Context: an optimization exercise on an open-source flow, tuned for a short achievable clock period and few clock cycles. The choices shown serve that exercise and are no tape-out recipe. No functional check of the RTL was part of this run.

==> design/flow/run.sh <==
#!/bin/bash
# synth_recipe.tcl (not shown) runs the flow's synth.tcl, then flattens the netlist and writes it again
# the make line also repeats each setting of config.mk as NAME=value (left out here)
make -C /OpenROAD-flow-scripts/flow DESIGN_CONFIG=/design/flow/config.mk WORK_HOME=/design/flow/orfs CLKGATE_MAP_FILE= SYNTH_SCRIPT=/design/flow/synth_recipe.tcl finish
==> design/flow/config.mk <==
export PLATFORM = sky130hd
export DESIGN_NAME = hart
export DESIGN_NICKNAME = hart
export VERILOG_FILES = /design/flow/design.v
export SDC_FILE = /design/flow/constraint.sdc
export NUM_CORES = 4
export LEC_CHECK = 0
export CAP_MARGIN = 20
export CORE_MARGIN = 2
export CORE_UTILIZATION = 40
export SLEW_MARGIN = 20
==> design/flow/constraint.sdc <==
create_clock -name core_clock -period 10.0 [get_ports {i_clk}]
set_input_delay 2.0000 -clock core_clock [delete_from_list [all_inputs] [get_ports {i_clk}]]
set_output_delay 2.0000 -clock core_clock [all_outputs]
set_load 0.01 [all_outputs]
==> design/flow/design.v <==
`default_nettype none
module Control (
    input wire [6:0] i_opcode,
    output wire jal,   
    output wire jalr,   
    output wire branch,   
    output wire MemRead,
    output wire MemWrite,
    output wire ALUsrc2,
    output wire ALUsrc1,
    output wire RegWrite,
    output wire [1:0] Data_sel,
    output wire [2:0] ALUOp
);
  localparam R_type = 7'b0110011;
  localparam I_type = 7'b0010011;
  localparam Load = 7'b0000011;
  localparam S_type = 7'b0100011;
  localparam B_type = 7'b1100011;
  localparam LUI = 7'b0110111;   
  localparam auipc = 7'b0010111;   
  localparam Jump = 7'b1101111;   
  localparam JumpR = 7'b1100111;   
  assign jal = (i_opcode == Jump);   
  assign jalr = (i_opcode == JumpR);   
  assign branch = (i_opcode == B_type);   
  assign MemRead = (i_opcode == Load);   
  assign MemWrite = (i_opcode == S_type);   
  assign ALUsrc1 = (i_opcode == auipc);   
  assign ALUsrc2 = (i_opcode == I_type) || (i_opcode == Load) || (i_opcode == S_type) || (i_opcode==auipc) || (i_opcode == JumpR);
  assign RegWrite = (i_opcode == R_type) ||   
      (i_opcode == I_type) ||   
      (i_opcode == Load) ||   
      (i_opcode == Jump) ||   
      (i_opcode == JumpR)  ||   
      (i_opcode == LUI) || (i_opcode == auipc);
  assign ALUOp    =    (i_opcode == R_type) ? 3'b000 : 
                     (i_opcode == I_type) ? 3'b001 : 
                     (i_opcode == Load)   ? 3'b111 :  
      (i_opcode == S_type) ? 3'b010 :
                     (i_opcode == B_type) ? 3'b011 :
                     (i_opcode == LUI)    ? 3'b100 :  
      (i_opcode == auipc) ? 3'b100 :   
      (i_opcode == Jump)   ? 3'b101 : 
                     (i_opcode == JumpR)  ? 3'b001 : 3'b000;   
  assign Data_sel    = (i_opcode == R_type) ? 2'b10 : 
                     (i_opcode == I_type) ? 2'b10 : 
                     (i_opcode == Load)   ? 2'b11 : 
                     (i_opcode == auipc)  ? 2'b10 :
                     (i_opcode == LUI)    ? 2'b01 :
                     (i_opcode == Jump)   ? 2'b00 : 
                     (i_opcode == JumpR)  ? 2'b00 : 2'b10;
endmodule
`default_nettype wire
`default_nettype none
module imm_format(
    input wire [6:0] opcode,
    output wire [5:0] i_format
);
localparam R_type = 7'b0110011;
localparam I_type = 7'b0010011;
localparam Load   = 7'b0000011; 
localparam S_type = 7'b0100011; 
localparam B_type = 7'b1100011; 
localparam LUI    = 7'b0110111;  
localparam auipc  = 7'b0010111;  
localparam Jump   = 7'b1101111;  
localparam JumpR  = 7'b1100111;  
    assign i_format = (opcode == R_type) ? 6'b000001 :  
                      (opcode == Load || opcode == I_type || opcode == JumpR) ? 6'b000010 :  
                      (opcode ==  S_type) ? 6'b000100 :  
                      (opcode ==  B_type) ? 6'b001000 :  
                      (opcode == LUI || opcode == auipc) ? 6'b010000 :  
                      (opcode == Jump) ? 6'b100000 :  
                      6'b000001;  
endmodule
`default_nettype wire
`default_nettype none
module imm (
    input  wire [31:0] i_inst,
    input  wire [ 5:0] i_format,
    output wire [31:0] o_immediate
);
    assign o_immediate = i_format[1] ? {{20{i_inst[31]}}, i_inst[31:20]} :  
                         i_format[2] ? {{20{i_inst[31]}}, i_inst[31:25], i_inst[11:7]} :  
                         i_format[3] ? {{20{i_inst[31]}}, i_inst[7], i_inst[30:25], i_inst[11:8], 1'b0} :  
                         i_format[4] ? {i_inst[31:12], 12'b0} :  
                                       {{12{i_inst[31]}}, i_inst[19:12], i_inst[20], i_inst[30:21], 1'b0};  
endmodule
`default_nettype wire
`default_nettype none
module ID (
    input wire rst,            
    input wire clk,            
    input wire [31:0] i_instruct,  
    input wire [31:0] i_currentPC,  
    input wire [31:0] i_regData1, 
    input wire [31:0] i_regData2, 
    output wire o_jal,
    output wire o_jalr,     
    output wire o_branch,   
    output wire o_MemRead,  
    output wire [1:0] o_Data_sel,  
    output wire o_MemWrite,        
    output wire [31:0] o_op1,        
    output wire [31:0] o_op2,       
    output wire [2:0] o_ALUop,     
    output wire [31:0] o_imm,      
    output wire [31:0] o_Rdata2,  
    output wire o_RegWrite,       
    output wire [3:0] func,
    output wire [2:0] func3
);
    wire ALUmux1; 
    wire ALUmux2;
    wire [5:0] OneHotDecode; 
  Control decoder(
      .i_opcode(i_instruct[6:0]),
      .jal(o_jal),
      .jalr(o_jalr),
      .branch(o_branch),
      .MemRead(o_MemRead),
      .MemWrite(o_MemWrite),
      .ALUsrc1(ALUmux1),
      .ALUsrc2(ALUmux2),
      .RegWrite(o_RegWrite),
      .Data_sel(o_Data_sel),
      .ALUOp(o_ALUop)
  );
 imm_format OneHot(
   .opcode(i_instruct[6:0]),
   .i_format(OneHotDecode)     
);
   imm imm_gen(
      .i_inst(i_instruct),       
      .i_format(OneHotDecode),   
      .o_immediate(o_imm)        
  ); 
  assign func3 = {i_instruct[14:12]}; 
  assign func = {i_instruct[30], i_instruct[14:12] }; 
  assign o_Rdata2 = i_regData2; 
  assign o_op1 = (ALUmux1)? i_currentPC : i_regData1;  
  assign o_op2 = (ALUmux2)? o_imm : i_regData2;
endmodule
`default_nettype wire
`default_nettype none
module IF(
  input wire IF_EN,
  input wire i_clk,            
  input wire i_rst,            
  input wire [31:0] i_NextPC,       
  output reg [31:0] o_PC,           
  output wire [31:0] o_inc_pc   
);
always @(posedge i_clk) begin
    if (i_rst) begin
        o_PC <= 32'h00000000;   
    end else if (IF_EN) begin
        o_PC <= i_NextPC;       
    end else begin
        o_PC <= o_PC;            
    end
end
  assign o_inc_pc = o_PC + 32'd4;
endmodule
`default_nettype wire
`default_nettype none
module rf #(
    parameter BYPASS_EN = 1
) (
    input  wire        i_clk,
    input  wire        i_rst,
    input  wire [ 4:0] i_rs1_raddr,
    output wire [31:0] o_rs1_rdata,
    input  wire [ 4:0] i_rs2_raddr,
    output wire [31:0] o_rs2_rdata,
    input  wire        i_rd_wen,
    input  wire [ 4:0] i_rd_waddr,
    input  wire [31:0] i_rd_wdata
);
  reg [31:0] mem[31:0];   
  integer i;   
  always @(posedge i_clk) begin
    if (i_rst) begin   
      for (i = 0; i < 32; i = i + 1) begin
        mem[i] <= 32'd0;
      end
    end else if (i_rd_wen && (i_rd_waddr != 5'd0)) begin   
      mem[i_rd_waddr] <= i_rd_wdata;
    end
  end
  assign o_rs1_rdata = (BYPASS_EN && i_rd_wen && (i_rd_waddr == i_rs1_raddr) && (i_rd_waddr != 5'd0)) ? i_rd_wdata : mem[i_rs1_raddr];  
  assign o_rs2_rdata = (BYPASS_EN && i_rd_wen && (i_rd_waddr == i_rs2_raddr) && (i_rd_waddr != 5'd0)) ? i_rd_wdata : mem[i_rs2_raddr];  
endmodule
`default_nettype wire
module hazard (
    input wire [4:0] IF_ID_RS1,
    input wire [4:0] IF_ID_RS2,
    input wire valid_inst, 
    input wire [4:0] ID_EX_WriteReg,
    input wire ID_EX_RegWrite,
    input wire [4:0] EX_MEM_WriteReg,
    input wire EX_MEM_RegWrite,
    output wire PC_En,
    output wire IF_ID_En,
    output wire Mux_sel
);
 wire hazard;
assign hazard = valid_inst && (
                   (ID_EX_RegWrite && (ID_EX_WriteReg != 5'd0) &&
                        ((ID_EX_WriteReg == IF_ID_RS1) || (ID_EX_WriteReg == IF_ID_RS2))) ||
                   (EX_MEM_RegWrite && (EX_MEM_WriteReg != 5'd0) &&
                        ((EX_MEM_WriteReg == IF_ID_RS1) || (EX_MEM_WriteReg == IF_ID_RS2)))
                 );
  assign PC_En = (~hazard);
  assign IF_ID_En = (~hazard);
  assign Mux_sel = (hazard);
endmodule
`default_nettype none
module alu_control (
    input wire [3:0] instruction_bits,
    input wire [2:0] alu_op,
    output wire o_unsigned,
    output wire o_sub,
    output wire o_arith,
    output wire [2:0] o_opsel
);
  wire [2:0] sbuj_type;   
  wire [2:0] func3;
  assign func3 = instruction_bits[2:0];   
  assign o_arith = instruction_bits[3] && (alu_op == 3'b000 || alu_op == 3'b001);
  assign o_unsigned = (alu_op == 3'b000 && func3 == 3'b011) || 
                      (alu_op == 3'b001 && func3 == 3'b011) ||
                      (alu_op == 3'b011 && func3 == 3'b110) ||
                      (alu_op == 3'b011 && func3 == 3'b111);
  assign o_sub = instruction_bits[3] && (alu_op == 3'b000);
  assign sbuj_type = 3'b000;
  assign o_opsel =(alu_op==3'b111)?3'b000:((alu_op == 3'b000 || alu_op == 3'b001) ? func3 : sbuj_type);
endmodule
`default_nettype wire
`default_nettype none
module alu (
    input  wire [ 2:0] i_opsel,
    input  wire        i_sub,
    input  wire        i_unsigned,
    input  wire        i_arith,
    input  wire [31:0] i_op1,
    input  wire [31:0] i_op2,
    output wire [31:0] o_result,
    output wire        o_eq,
    output wire        o_slt
);
  assign o_eq = (i_op1 == i_op2);
  wire signed [31:0] signed_op1 = i_op1;
  wire signed [31:0] signed_op2 = i_op2;
  wire slt_signed = (signed_op1 < signed_op2);
  wire slt_unsigned = (i_op1 < i_op2);
  assign o_slt = i_unsigned ? slt_unsigned : slt_signed;
  wire [31:0] op2_mux = i_sub ? ~i_op2 + 1 : i_op2;
  wire [31:0] add_sub_result = i_op1 + op2_mux;
  wire [31:0] and_result = i_op1 & i_op2;
  wire [31:0] or_result = i_op1 | i_op2;
  wire [31:0] xor_result = i_op1 ^ i_op2;
  wire [31:0] shift_result;
  wire shift_left;
  assign shift_left = (i_opsel == 3'b001) ? 1'b1 : 1'b0;
  barrel_shifter shifter (
      .i_value(i_op1),
      .i_shift_amt(i_op2[4:0]),
      .i_left(shift_left),
      .i_arith(i_arith),
      .o_result(shift_result)
  );
  wire is_shift;
  assign is_shift = (i_opsel == 3'b001) | (i_opsel == 3'b101);
  assign o_result = (i_opsel == 3'b000) ? add_sub_result :   
      (i_opsel == 3'b111) ? and_result :   
      (i_opsel == 3'b110) ? or_result :   
      (i_opsel == 3'b100) ? xor_result :   
      (is_shift) ? shift_result :   
      {{31'b0}, o_slt};   
endmodule
module barrel_shifter (
    input wire [31:0] i_value,
    input wire [4:0] i_shift_amt,
    input wire i_left,
    input wire i_arith,
    output wire [31:0] o_result
);
  wire [31:0] stage[4:0];
  assign stage[0] = i_shift_amt[0] ? (i_left ? {i_value[30:0], 1'b0} :   
      (i_arith ? {i_value[31], i_value[31:1]} :   
      {1'b0, i_value[31:1]}))   
      : i_value;
  assign stage[1] = i_shift_amt[1] ? (i_left ? {stage[0][29:0], 2'b0} :   
      (i_arith) ? {{2{stage[0][31]}}, stage[0][31:2]} :   
      {2'b0, stage[0][31:2]}) :   
      stage[0];
  assign stage[2] = i_shift_amt[2] ? (i_left ? {stage[1][27:0], 4'b0} :   
      (i_arith ? {{4{stage[1][31]}}, stage[1][31:4]} :   
      {4'b0, stage[1][31:4]})) :   
      stage[1];
  assign stage[3] = i_shift_amt[3] ? (i_left ? {stage[2][23:0], 8'b0} :   
      (i_arith ? {{8{stage[2][31]}}, stage[2][31:8]} :   
      {8'b0, stage[2][31:8]})) :   
      stage[2];
  assign stage[4] = i_shift_amt[4] ? (i_left ? {stage[3][15:0], 16'b0} :   
      (i_arith ? {{16{stage[3][31]}}, stage[3][31:16]} :   
      {16'b0, stage[3][31:16]})) :   
      stage[3];
  assign o_result = stage[4];
endmodule
`default_nettype wire
`default_nettype none
module branch (
    input wire [2:0] func3,
    input wire jal,
    input wire jalr,
    input wire branch,
    input wire eq,
    input wire slt,
    output wire [1:0] out
);
  assign out=
    (jal)?(2'b11):
    (jalr)?(2'b01):  
    (branch & func3==3'b000)? (eq?  2'b11: 2'b00):
    (branch & func3==3'b001)? (~eq ? 2'b11: 2'b00):
    (branch & func3==3'b100)? (slt ? 2'b11: 2'b00):
    (branch & func3==3'b101)? ((~slt || eq) ? 2'b11:2'b00):
    (branch & func3==3'b110)? (slt ? 2'b11 : 2'b00) :
    (branch & func3==3'b111)? ((~slt||eq) ? 2'b11:2'b00):
    2'b00;
endmodule
`default_nettype wire
`default_nettype none
module EX (
    input wire[31:0] i_pc,     
    input wire [2:0] func3,   
    input wire i_jal,   
    input wire i_jalr,   
    input wire i_branch,   
    input wire [2:0] i_ALUOp,   
    input wire [31:0] i_op1,   
    input wire [31:0] i_op2,   
    input wire[31:0] i_imm, 
    input wire [3:0] func,   
    output wire [31:0] o_result,   
    output wire [1:0] o_PC_Select,   
    output wire [31:0] o_inc_pc   
);
  wire o_sub;
  wire o_unsigned;
  wire o_arith;
  wire [2:0] o_opsel;
  wire o_eq;   
  wire o_slt;   
  alu_control ALU_cntrl (
      .instruction_bits(func),
      .alu_op(i_ALUOp),
      .o_sub(o_sub),
      .o_unsigned(o_unsigned),
      .o_arith(o_arith),
      .o_opsel(o_opsel)
  );
  alu ALU (
      .i_opsel(o_opsel),
      .i_sub(o_sub),
      .i_unsigned(o_unsigned),
      .i_arith(o_arith),
      .i_op1(i_op1),
      .i_op2(i_op2),
      .o_result(o_result),
      .o_eq(o_eq),
      .o_slt(o_slt)
  );
  branch BRANCH (
      .func3(func3),
      .jal(i_jal),
      .jalr(i_jalr),
      .branch(i_branch),
      .eq(o_eq),
      .slt(o_slt),
      .out(o_PC_Select)
  );
  assign o_inc_pc = i_pc + i_imm; 
endmodule
`default_nettype wire
`default_nettype none
module S_extend(
  input wire [3:0] i_mask,         
  input wire i_unsign,
  input wire [3:0] i_old_mask,
  input wire i_old_unsign,
  input wire [31:0] i_Rs2Data,    
  output wire[31:0] o_Memdata,    
  input wire [31:0] i_WB,
  output wire [31:0] o_regData
);
assign o_Memdata = (i_mask == 4'b1111)?  i_Rs2Data :
                   (i_mask == 4'b1100)? { i_Rs2Data[15:0] , 16'h0}:
                   (i_mask == 4'b0011)? { {16{i_Rs2Data[15]}} ,i_Rs2Data[15:0] }:
                   (i_mask == 4'b0001)? { {24{i_Rs2Data[7]}} ,i_Rs2Data[7:0]  }:
                   (i_mask == 4'b0010)? { {16{i_Rs2Data[7]}} ,i_Rs2Data[7:0] , 8'h0 }:
                   (i_mask == 4'b0100)? { {8{i_Rs2Data[7]}} ,i_Rs2Data[7:0] , 16'h0 }:
                   (i_mask == 4'b1000)? { i_Rs2Data[7:0], 24'h0 }:
                   i_Rs2Data; 
wire [15:0] ld_half = i_old_mask[2] ? i_WB[31:16] : i_WB[15:0];
wire [7:0]  ld_byte = i_old_mask[3] ? i_WB[31:24] :
                      i_old_mask[2] ? i_WB[23:16] :
                      i_old_mask[1] ? i_WB[15:8]  : i_WB[7:0];
assign o_regData = ((i_old_mask == 4'b0011) || (i_old_mask == 4'b1100)) ?
                     {{16{~i_old_unsign & ld_half[15]}}, ld_half} :
                   ((i_old_mask == 4'b0001) || (i_old_mask == 4'b0010) ||
                    (i_old_mask == 4'b0100) || (i_old_mask == 4'b1000)) ?
                     {{24{~i_old_unsign & ld_byte[7]}}, ld_byte} :
                   i_WB; 
endmodule
`default_nettype wire
module mask_gen (
    input wire [31:0] address,
    input wire [2:0] func3,
    input wire [6:0] opcode,
    output wire [31:0] aligned_address,
    output wire o_unsigned,
    output wire [3:0] mask
);
  wire[1:0] lsb;
  assign lsb = address[1:0];
  assign aligned_address = {address[31:2], 2'b0};
  assign mask = (opcode==7'b0000011 || opcode==7'b0100011)?((func3 == 3'b000 || func3 == 3'b100) ?   
      (lsb == 2'b00 ? 4'b0001 :
         lsb == 2'b01 ? 4'b0010 :
         lsb == 2'b10 ? 4'b0100 :
                        4'b1000 ) :
    (func3 == 3'b001 || func3 == 3'b101) ?   
      (lsb[1] == 1'b1 ? 4'b1100 : 4'b0011) : 4'b1111) : 4'b1111;   
  assign o_unsigned = (func3 == 3'b100 || func3 == 3'b101);
endmodule
`default_nettype none
module WB(
  input wire[31:0] i_MemData,   
  input wire[31:0] i_AluRslt,    
  input wire[31:0] i_imm,         
  input wire[31:0] i_PC4,        
  input wire [1:0] i_MUXsel,     
  output wire [31:0] o_dataSel  
  );
  assign o_dataSel = 
   (i_MUXsel == 2'b00) ? i_PC4 
  :(i_MUXsel == 2'b01) ? i_imm
  :(i_MUXsel == 2'b10) ? i_AluRslt : i_MemData;
endmodule
`default_nettype wire
`default_nettype none
module hart #(
    parameter RESET_ADDR = 32'h00000000
) (
    input  wire        i_clk,
    input  wire        i_rst,
    output wire [31:0] o_imem_raddr,
    input  wire [31:0] i_imem_rdata,
    output wire [31:0] o_dmem_addr,
    output wire        o_dmem_ren,
    output wire        o_dmem_wen,
    output wire [31:0] o_dmem_wdata,
    output wire [ 3:0] o_dmem_mask,
    input  wire [31:0] i_dmem_rdata,
    output wire        o_retire_valid,
    output wire [31:0] o_retire_inst,
    output wire        o_retire_trap,
    output wire        o_retire_halt,
    output wire [ 4:0] o_retire_rs1_raddr,
    output wire [ 4:0] o_retire_rs2_raddr,
    output wire [31:0] o_retire_rs1_rdata,
    output wire [31:0] o_retire_rs2_rdata,
    output wire [ 4:0] o_retire_rd_waddr,
    output wire [31:0] o_retire_rd_wdata,
    output wire [31:0] o_retire_dmem_addr,
    output wire [ 3:0] o_retire_dmem_mask,
    output wire        o_retire_dmem_ren,
    output wire        o_retire_dmem_wen,
    output wire [31:0] o_retire_dmem_rdata,
    output wire [31:0] o_retire_dmem_wdata,
    output wire [31:0] o_retire_pc,
    output wire [31:0] o_retire_next_pc
);
  wire [31:0] JB_PC;
  wire [31:0] current_PC;   
  wire [31:0] next_PC;   
  wire [31:0] PC_plus4;   
  wire        jal_C;   
  wire        jalr_C;   
  wire        branch_C;   
  wire        MemRead_C;   
  wire        MemWrite_C;   
  wire [ 1:0] Data_sel_C;   
  wire [ 2:0] ALUop_C;   
  wire [31:0] ALU_operand1;   
  wire [31:0] ALU_operand2;   
  wire [31:0] immediate_val;   
  wire [31:0] Mem_WD;   
  wire [ 2:0] func3_val;   
  wire [ 3:0] func_val;   
  wire [31:0] ALU_result;   
  wire [ 1:0] PC_MUX_SEL;   
  wire [31:0] PC_offset;   
  wire [31:0] MEM_DATA;   
  wire [31:0] WB_DATA;   
  wire IF_ID_En;  
  reg reg2_regWrite;
  reg [31:0] reg3_curr_instruct;
  assign next_PC = (PC_MUX_SEL[0]) ? JB_PC : PC_plus4;
  wire taken = PC_MUX_SEL[0];
  reg  taken_d;
  always @(posedge i_clk) begin
    if (i_rst)
      taken_d <= 1'b0;
    else
      taken_d <= taken;
  end
  wire[31:0] current_PC_w;
  IF fetch_inst (
      .IF_EN(IF_ID_En | taken),
      .i_clk   (i_clk),    
      .i_rst   (i_rst),    
      .i_NextPC(next_PC),  
      .o_PC(current_PC_w),             
      .o_inc_pc(PC_plus4)   
  );
  assign current_PC=(IF_ID_En)?(current_PC_w):(current_PC_w-32'd4);
  assign o_imem_raddr = current_PC;   
  reg[31:0] PC_plus4_flop;
  reg rst_reg;
  always@(posedge i_clk)begin
    if(i_rst)
      rst_reg<=1'b1;
    else
      rst_reg<=1'b0;
  end
reg [31:0] flopped_current_PC;
  always @(posedge i_clk) begin
    if (i_rst || rst_reg)begin
      flopped_current_PC      <= 32'd0;
    PC_plus4_flop<=32'd4;
  end
  else if (IF_ID_En)begin
      flopped_current_PC      <= current_PC;
    PC_plus4_flop<=PC_plus4;
  end
  else begin
      flopped_current_PC      <= flopped_current_PC; 
      PC_plus4_flop<=PC_plus4_flop;
    end
  end
  reg [31:0] reg0_PC_plus4;
  reg [31:0] reg0_current_PC;
  reg [31:0] reg0_curr_instruct;
  reg reg0_retire_valid; 
  always @(posedge i_clk) begin
    if (i_rst || rst_reg || taken || taken_d) begin
      reg0_PC_plus4      <= 32'd0;
      reg0_current_PC    <= 32'd0;
      reg0_curr_instruct <= 32'd0;
      reg0_retire_valid  <= 1'd0; 
    end else if (IF_ID_En) begin
      reg0_PC_plus4      <= PC_plus4_flop;
      reg0_current_PC    <= flopped_current_PC;
      reg0_curr_instruct <= i_imem_rdata;
      reg0_retire_valid  <= 1'd1;
    end else begin 
      reg0_PC_plus4      <= reg0_PC_plus4;
      reg0_current_PC    <= reg0_current_PC;
      reg0_curr_instruct <= reg0_curr_instruct;
      reg0_retire_valid  <= reg0_retire_valid; 
    end
  end
  wire [4:0] IF_ID_RS1;
  wire [4:0] IF_ID_RS2;
  wire [4:0] ID_EX_WriteReg;
  wire ID_EX_RegWrite;
  wire [4:0] EX_MEM_WriteReg;
  wire EX_MEM_RegWrite;
  reg reg0_regWrite;
  reg [31:0] reg1_curr_instruct;
  reg [31:0] reg2_curr_instruct;
  reg reg1_regWrite; 
  wire PC_En;
  wire Mux_sel;
  hazard haz (
      .IF_ID_RS1(reg0_curr_instruct[19:15]),
      .IF_ID_RS2(reg0_curr_instruct[24:20]),
      .ID_EX_RegWrite(reg0_regWrite),
      .EX_MEM_RegWrite(reg1_regWrite), 
      .ID_EX_WriteReg(reg1_curr_instruct[11:7]),
      .EX_MEM_WriteReg(reg2_curr_instruct[11:7]),
      .valid_inst(reg0_retire_valid),
      .PC_En(PC_En),
      .IF_ID_En(IF_ID_En),
      .Mux_sel(Mux_sel)
  );
  wire [31:0] regData1;
  wire [31:0] regData2;
  wire regWrite;
  ID decode_I (
      .rst        (i_rst),                
      .clk        (i_clk),                
      .i_instruct (reg0_curr_instruct),   
      .i_currentPC(reg0_current_PC),      
      .o_RegWrite (regWrite),
      .i_regData1 (regData1),
      .i_regData2 (regData2),
      .o_jal     (jal_C),           
      .o_jalr    (jalr_C),          
      .o_branch  (branch_C),        
      .o_MemRead (MemRead_C),       
      .o_Data_sel(Data_sel_C),      
      .o_MemWrite(MemWrite_C),      
      .o_op1     (ALU_operand1),    
      .o_op2     (ALU_operand2),    
      .o_ALUop   (ALUop_C),         
      .o_imm     (immediate_val),   
      .o_Rdata2  (Mem_WD),          
      .func      (func_val),        
      .func3     (func3_val)        
  );
  wire [4:0] rf_writeAddress;
  assign rf_writeAddress = (reg2_regWrite) ? reg3_curr_instruct[11:7] : 5'b00000;
  wire [31:0] WriteDataReg;
  rf rf (
      .i_clk(i_clk),
      .i_rst(i_rst),
      .i_rs1_raddr(reg0_curr_instruct[19:15]),
      .i_rs2_raddr(reg0_curr_instruct[24:20]),
      .o_rs1_rdata(regData1),
      .o_rs2_rdata(regData2),
      .i_rd_waddr(rf_writeAddress),
      .i_rd_wen  (reg2_regWrite),
      .i_rd_wdata(WriteDataReg)
  );
  reg [31:0] reg1_PC_plus4;
  reg [31:0] reg1_current_PC;
  reg [31:0] reg0_immediate_val;
  reg [2:0] reg0_func3_val;
  reg reg0_jal_C;
  reg reg0_jalr_C;
  reg reg0_branch_C;
  reg reg0_MemRead_C;
  reg [1:0] reg0_Data_sel_C;
  reg reg0_MemWrite_C;
  reg [31:0] reg0_ALU_operand1;
  reg [31:0] reg0_ALU_operand2;
  reg [31:0] reg0_Mem_WD;
  reg [2:0] reg0_ALUop_C;
  reg [3:0] reg0_func_val;
  reg [6:0] reg0_OP;
  reg reg1_retire_valid; 
reg [31:0] reg0_regData1;
reg [31:0] reg0_regData2;
  always @(posedge i_clk) begin
    if (i_rst || Mux_sel || taken) begin
      reg1_current_PC    <= 32'd0;
      reg1_PC_plus4      <= 32'd0;
      reg0_immediate_val <= 32'd0;
      reg0_func3_val     <= 3'd0;
      reg0_jal_C         <= 1'd0;
      reg0_jalr_C        <= 1'd0;
      reg0_branch_C      <= 1'd0;
      reg0_regWrite      <= 1'd0;
      reg0_MemRead_C     <= 1'd0; 
      reg0_Data_sel_C    <= 2'd0; 
      reg0_MemWrite_C    <= 1'd0;
      reg0_ALU_operand1  <= 32'd0;
      reg0_ALU_operand2  <= 32'd0;
      reg0_Mem_WD        <= 32'd0;
      reg0_ALUop_C       <= 3'd0;
      reg0_func_val      <= 4'd0;
      reg0_OP            <= 7'd0;
      reg1_curr_instruct <= 32'd0;
      reg1_retire_valid  <= 1'd0;
      reg0_regData1      <= 32'd0;
      reg0_regData2      <=32'd0;
    end else begin
      reg1_current_PC    <= reg0_current_PC;
      reg1_PC_plus4      <= reg0_PC_plus4;
      reg0_immediate_val <= immediate_val;
      reg0_func3_val     <= func3_val;
      reg0_jal_C         <= jal_C;
      reg0_jalr_C        <= jalr_C;
      reg0_branch_C      <= branch_C;
      reg0_regWrite      <= regWrite;
      reg0_MemRead_C     <= MemRead_C;
      reg0_Data_sel_C    <= Data_sel_C;
      reg0_MemWrite_C    <= MemWrite_C;
      reg0_ALU_operand1  <= ALU_operand1;
      reg0_ALU_operand2  <= ALU_operand2;
      reg0_Mem_WD        <= Mem_WD;
      reg0_ALUop_C       <= ALUop_C;
      reg0_func_val      <= func_val;
      reg0_OP            <= reg0_curr_instruct[6:0];
      reg1_curr_instruct <= reg0_curr_instruct; 
      reg1_retire_valid  <= reg0_retire_valid;
      reg0_regData1      <= regData1;
      reg0_regData2      <= regData2;      
    end 
 end
  EX execute_I (
      .i_pc(reg1_current_PC),       
      .func3(reg0_func3_val),   
      .i_jal(reg0_jal_C),   
      .i_jalr(reg0_jalr_C),   
      .i_branch(reg0_branch_C),   
      .i_ALUOp(reg0_ALUop_C),   
      .i_op1(reg0_ALU_operand1),   
      .i_op2(reg0_ALU_operand2),   
      .i_imm(reg0_immediate_val),         
      .func(reg0_func_val),   
      .o_result(ALU_result),   
      .o_PC_Select(PC_MUX_SEL),      
      .o_inc_pc(PC_offset)           
  );
assign JB_PC = (PC_MUX_SEL[1]) ? PC_offset :  ALU_result;
wire byte_hw_unsigned;
wire [3:0] mask;
wire [31:0] WriteDataMem;
reg [3:0]  reg1_mask;
reg reg1_byte_hw_unsigned;
S_extend dataEXT(
  .i_mask(mask),         
  .i_unsign(byte_hw_unsigned),
  .i_old_mask(reg1_mask),
  .i_old_unsign(reg1_byte_hw_unsigned), 
  .i_Rs2Data(reg0_Mem_WD),             
  .o_Memdata(WriteDataMem),            
  .i_WB(WB_DATA),
  .o_regData(WriteDataReg)
);
wire [31:0] aligned_address;
  mask_gen mask_gen (
      .address(ALU_result),
      .func3(reg0_func3_val),
      .aligned_address(aligned_address),
      .o_unsigned(byte_hw_unsigned),
      .mask(mask),
      .opcode(reg0_OP)
  );
  reg [31:0] reg2_PC_plus4;
  reg [31:0] reg0_alu_result;
  reg [31:0] reg0_aligned_address; 
  reg [3:0] reg0_mask;
  reg reg0_byte_hw_unsigned;
  reg [31:0] reg0_ALU_result;
  reg [31:0] reg1_immediate_val; 
  reg reg1_MemRead_C;
  reg [1:0] reg1_Data_sel_C; 
  reg reg1_MemWrite_C; 
  reg [31:0] reg0_WriteDataMem; 
  reg reg2_retire_valid;
  reg [31:0] reg2_current_PC;
  reg [31:0] reg2_next_PC;
  reg [31:0] reg1_regData1;
  reg [31:0] reg1_regData2;
  always @(posedge i_clk) begin
    if (i_rst) begin
      reg2_PC_plus4 <= 32'b0;
      reg0_aligned_address <= 32'b0;
      reg0_mask <= 4'b0;
      reg0_byte_hw_unsigned <= 1'b0;
      reg0_ALU_result <= 32'b0;
      reg1_immediate_val <= 32'd0;
      reg1_regWrite <= 1'd0;
      reg1_MemRead_C <= 1'd0;
      reg1_Data_sel_C <= 2'd0;
      reg1_MemWrite_C <= 1'd0;
      reg0_WriteDataMem <= 32'd0;
      reg2_curr_instruct <= 32'd0;
      reg2_retire_valid  <= 1'd0;
      reg2_current_PC    <= 32'd0;
      reg2_next_PC       <= 32'd0;
      reg1_regData2     <= 32'd0;
      reg1_regData1     <= 32'd0;   
    end else begin
      reg2_PC_plus4 <= reg1_PC_plus4;
      reg0_aligned_address <= aligned_address;
      reg0_mask <= mask;
      reg0_byte_hw_unsigned <= byte_hw_unsigned;
      reg0_ALU_result <= ALU_result;
      reg1_immediate_val <= reg0_immediate_val;
      reg1_regWrite <= reg0_regWrite;
      reg1_MemRead_C <= reg0_MemRead_C;
      reg1_Data_sel_C <= reg0_Data_sel_C;
      reg1_MemWrite_C <= reg0_MemWrite_C;
      reg0_WriteDataMem <= WriteDataMem;
      reg2_curr_instruct <= reg1_curr_instruct;
      reg2_retire_valid  <= reg1_retire_valid;
      reg2_current_PC    <= reg1_current_PC;
      reg2_next_PC       <= taken ? JB_PC : reg1_PC_plus4;
      reg1_regData2     <= reg0_regData2;
      reg1_regData1     <= reg0_regData1;       
    end
  end
  assign o_dmem_addr = reg0_aligned_address;   
  assign o_dmem_ren  = reg1_MemRead_C;    
  assign o_dmem_wen  = reg1_MemWrite_C;   
  assign o_dmem_wdata = reg0_WriteDataMem;      
  assign MEM_DATA = i_dmem_rdata;     
reg [1:0]  reg2_Data_sel_C;
reg [31:0] reg0_MEM_DATA;
reg [31:0] reg1_ALU_result;
reg [31:0] reg2_immediate_val;
reg [31:0] reg3_PC_plus4; 
reg reg3_retire_valid;
reg [31:0] reg3_current_PC;
reg [31:0] reg3_next_PC;
reg [31:0] reg1_aligned_address;
reg reg2_MemRead_C;
reg reg2_MemWrite_C;
reg [31:0] reg1_WriteDataMem;
reg [31:0] reg2_regData1;
reg [31:0] reg2_regData2;
always @(posedge i_clk) begin
    if (i_rst)begin
      reg2_regWrite         <= 1'd0;
      reg2_Data_sel_C       <= 2'd0;
      reg0_MEM_DATA         <= 32'd0; 
      reg1_ALU_result       <= 32'd0;
      reg2_immediate_val    <= 32'd0;
      reg3_PC_plus4         <= 32'd0;
      reg1_mask             <= 4'd0;
      reg1_byte_hw_unsigned <= 1'd0;
      reg3_curr_instruct    <= 32'd0; 
      reg3_retire_valid     <= 1'd0;
      reg3_current_PC       <= 32'd0;  
      reg3_next_PC          <= 32'd0;
      reg1_aligned_address  <= 32'd0;
      reg2_MemRead_C        <= 1'd0; 
      reg2_MemWrite_C       <= 1'd0;
      reg1_WriteDataMem     <= 32'd0;
      reg2_regData1         <= 32'd0;
      reg2_regData2         <= 32'd0;   
    end else begin
      reg2_regWrite         <= reg1_regWrite;
      reg2_Data_sel_C       <= reg1_Data_sel_C; 
      reg0_MEM_DATA         <= MEM_DATA;
      reg1_ALU_result       <= reg0_ALU_result;
      reg2_immediate_val    <= reg1_immediate_val; 
      reg3_PC_plus4         <= reg2_PC_plus4;
      reg1_mask             <= reg0_mask;
      reg1_byte_hw_unsigned <= reg0_byte_hw_unsigned;
      reg3_curr_instruct    <= reg2_curr_instruct; 
      reg3_retire_valid     <= reg2_retire_valid;
      reg3_current_PC       <= reg2_current_PC;
      reg3_next_PC          <= reg2_next_PC;
      reg1_aligned_address  <= reg0_aligned_address;
      reg2_MemRead_C        <= reg1_MemRead_C;
      reg2_MemWrite_C       <= reg1_MemWrite_C;
      reg1_WriteDataMem     <= reg0_WriteDataMem; 
      reg2_regData1         <= reg1_regData1;
      reg2_regData2         <= reg1_regData2;
    end 
 end
  WB writeback (
      .i_MemData(MEM_DATA),   
      .i_AluRslt(reg1_ALU_result),   
      .i_imm(reg2_immediate_val),   
      .i_PC4(reg3_PC_plus4),   
      .i_MUXsel(reg2_Data_sel_C),   
      .o_dataSel(WB_DATA)         
  );
  assign o_dmem_mask = reg0_mask;  
  assign o_retire_valid = reg3_retire_valid &  ~i_rst;  
  assign o_retire_inst = reg3_curr_instruct;
  assign o_retire_trap = 1'b0;   
  assign o_retire_halt = (reg3_curr_instruct == 32'h00100073);   
  assign o_retire_rs1_raddr = reg3_curr_instruct[19:15];
  assign o_retire_rs2_raddr = reg3_curr_instruct[24:20];
  assign o_retire_rd_waddr = rf_writeAddress;
  assign o_retire_rs1_rdata = reg2_regData1;
  assign o_retire_rs2_rdata = reg2_regData2;
  assign o_retire_rd_wdata = WriteDataReg;
  assign o_retire_pc = reg3_current_PC;
  assign o_retire_next_pc = reg3_next_PC;
  assign o_retire_dmem_addr = reg1_aligned_address; 
  assign o_retire_dmem_ren = reg2_MemRead_C;
  assign o_retire_dmem_wen = reg2_MemWrite_C;
  assign o_retire_dmem_mask = reg1_mask; 
  assign o_retire_dmem_wdata = reg1_WriteDataMem; 
  assign o_retire_dmem_rdata = MEM_DATA; 
endmodule
`default_nettype wire
==> results.txt <==
[power by group]
group | switching (W) | internal (W)
combinational | 0.00175 | 0.000972
sequential | 0.000323 | 0.00923
clock | 0.00362 | 0.00478
total | 0.00570 | 0.0150
[path summary, 6_finish.rpt]
kind                                                       from                                to  cells after the start
worst min register to register      reg0_regData1[5]$_SDFF_PP0_       reg1_regData1[5]$_SDFF_PP0_                      1
worst max register to register  reg0_ALU_operand2[1]$_SDFF_PP0_  fetch_inst.o_PC[31]$_SDFFE_PP0P_                     17
worst min-delay path                reg0_regData1[5]$_SDFF_PP0_       reg1_regData1[5]$_SDFF_PP0_                      1
worst max-delay path                            i_dmem_rdata[7]              o_retire_rd_wdata[9]                      9
[critical path: stages]
cell             delay (ps)
clkdlybuf4s50_1         510
mux4_2                  420
nand2_1                  90
a311o_1                 420
a211oi_4                950
a211oi_1                140
a31o_2                  510
inv_2                   280
clkdlybuf4s50_1         580
[cell families after synthesis]
kind of cell,share of synthesized area (%)
AO/OA/AOI/OAI,8.43
XOR/XNOR,1.62
adder cells (fa/ha/maj),2.07
buffers and inverters,4.23
flip-flops,52.4
multiplexers,17.0
other,0.00378
AND/OR/NAND/NOR,14.3
[per-stage QoR]
step                      instance area [sq um]  utilization, %
final                                    114000            46.4
after global routing                     114000            46.4
after CTS                                114000            46.4
after detailed placement                 107000            43.4
after global placement                   107000            43.4
after floorplan                           99200               -
[Yosys cell counts, types with 17 or more instances]
library cell	number	area (sq um)
xor2_1	80	701
nand2_1	548	2060
xnor2_1	103	902
inv_1	138	518
mux2_2	48	541
buf_2	44	220
mux4_2	678	15300
a311oi_1	28	245
o21ai_0	199	996
buf_4	119	893
nand2b_1	32	200
dfxtp_1	1058	21200
ha_1	160	2000
nor2b_1	518	3240
a31oi_1	66	413
nor2_1	1441	5410
clkbuf_1	560	2100
or3_1	30	188
a221oi_1	20	175
and3_1	31	194
nor4_1	31	194
and2_1	150	938
a211o_1	18	158
nand3_1	89	445
a22oi_1	43	323
nand4_1	30	188
o211ai_1	50	375
a21boi_0	17	128
edfxtp_1	1024	30700
o21a_1	45	338
or2_2	19	119
buf_1	109	409
mux2i_1	99	991
nor3_1	94	470
a21o_1	54	405
a21oi_1	339	1700
a211oi_1	124	931
[metal layers]
metal  vias to the layer above  part of all wire, %  GRT usage [%]
li1                      31000                    -              -
met1                     38000                   36           41.1
met2                      5351                   45           50.9
met3                      1251                   10           7.04
met4                        12                  8.3           23.0
met5                         -                0.019              0
[cell type report]
type                       instances  share of cell area [%]
sequential                      2082                    45.5
multi-input combinational       5529                    38.2
timing repair buffer             684                    5.67
clock buffer                     292                    5.28
tap                             3312                    3.63
clock inverter                   113                    1.21
inverter                         147                   0.484
antenna                           13                  0.0285
==> impl_metrics.ini <==
[placed_design]
pre_cts_slack_ps = 2150
dp_cells = 11800
io_buffers = 474
place_congestion = 1.03
dpl.hpwl_um = 280000

[cts]
clkLatencyLatePin_ps = 920
path_clk_slew_ps = 60
post_cts_buffers = 0
htreeDepth = 4
clock_sinks = 2082
cts_resized = 0
cts_buffers = 216
clock_path_buffers = 3
postCtsHoldBufs = 0
cts_tree = built
cts-root-buf = clkbuf_16

[route]
drtAntennaViolNets = 0
drc = 0
drt_iter0_drc = 10900
postRouteWirelength_um = 423000
routedWlPerCell_um = 34.7
drt-pass1-iter-count = 8
vias = 75600
viasPerCell = 6.21

[synthesis]
syn_inst = 8555
syn_area_per_cell_sq_um = 11.6
synth_edf_count = 1024
synth_cell_types = 106
ys.flop_type = dfxtp_1
seq_area_frac_synth_pct = 52.4
async_flop_share_pct = 0
synth_area_sq_um = 99100
synth-seq-cells = 2082
synth_warnings = 4

[die]
die_h_um = 502
rows = 182
die_area_sq_um = 252000
boundaryPins = 480
initial_core_util_pct = 40.3
die_x_um = 502
core_sq_um = 246000

[job]
maxCapViolCount = 0

[power]
total_leakage_power_nw = 39.8
power_per_cell_area_nw_per_um2 = 181
p_total_w = 0.0207
peakVddDrop_uv = 194

[setup_path]
cp_data_required_time_ps = 8000
start_kind = primary input
cp-end-kind = output port
worstPathMaxFanout = 33
ff2ff_setup_slack_ps = 3510
cp.arrival_ps = 5940
critical_path_class = primary input to output port

[sta]
rsz0062_at_grt = no
relSlewSlack_pct = 15.0
fin_crit_ps = 7940
finalSetupViolations = 0
hold_viol_final = 0
finalMaxSlewViolations = 0
holdWs_ps = 422
skew_ps = 97.4
setup_ws_ps = 2060
fin_crit_sh_pct = 79.4
fin_tns_setup_ps = 0
fmax_mhz = 126
worstMarginPinSlew_ps = 1240

[cells_and_area]
layout_common_cells = nor2_1, dfxtp_1, edfxtp_1
largest_reg_flops = 1024
final_net_count = 8888
area_growth_syn_to_layout_pct = 15.3
regArea_sq_um = 52000
multi_input_area_sq_um = 43700
largest_register = rf.mem
drive_gt1_share_pct = 16.4
num-fill-cells = 22300
stdcell_count = 12200
final_common_cell = nor2_1

[hold_path]
min_path_type = register to register

[grt]
grt_pass1_wl_um = 578000
track_usage_pct = 32.9
overflow = 0
grt_pass1_vias = 72600
grt_max_degree = 159
grt_antenna_before_repair = 30

[run_status]
status = finished clean

## static timing again, ports no longer ideal
How much do the figures lean on ideal ports? The routed layout below was timed once more, with nothing changed but the port constraints. Step 1, drivers: a clkbuf_16 drives i_clk and a buf_2 each remaining input, both assumed. Step 2 times the ports against the registers' clock, not the clock port: input delays grow and output delays shrink by t, the midpoint of the rising clock arrivals with the driver on. Three values: ideal ports, drivers, drivers and shift; two values: the first two.
t (ns): 0.980
setup slack, ns: 2.063 / 1.964 / 1.964
hold WS [ns]: 0.422 / 0.422 / 0.422
worst setup path at the end: input to output
worst data-port slew with drivers (ns): 0.10
After both steps setup and hold are still met in this run. The setup slack of this run moves by -0.099 ns with the drivers and by -0.099 ns with both steps.
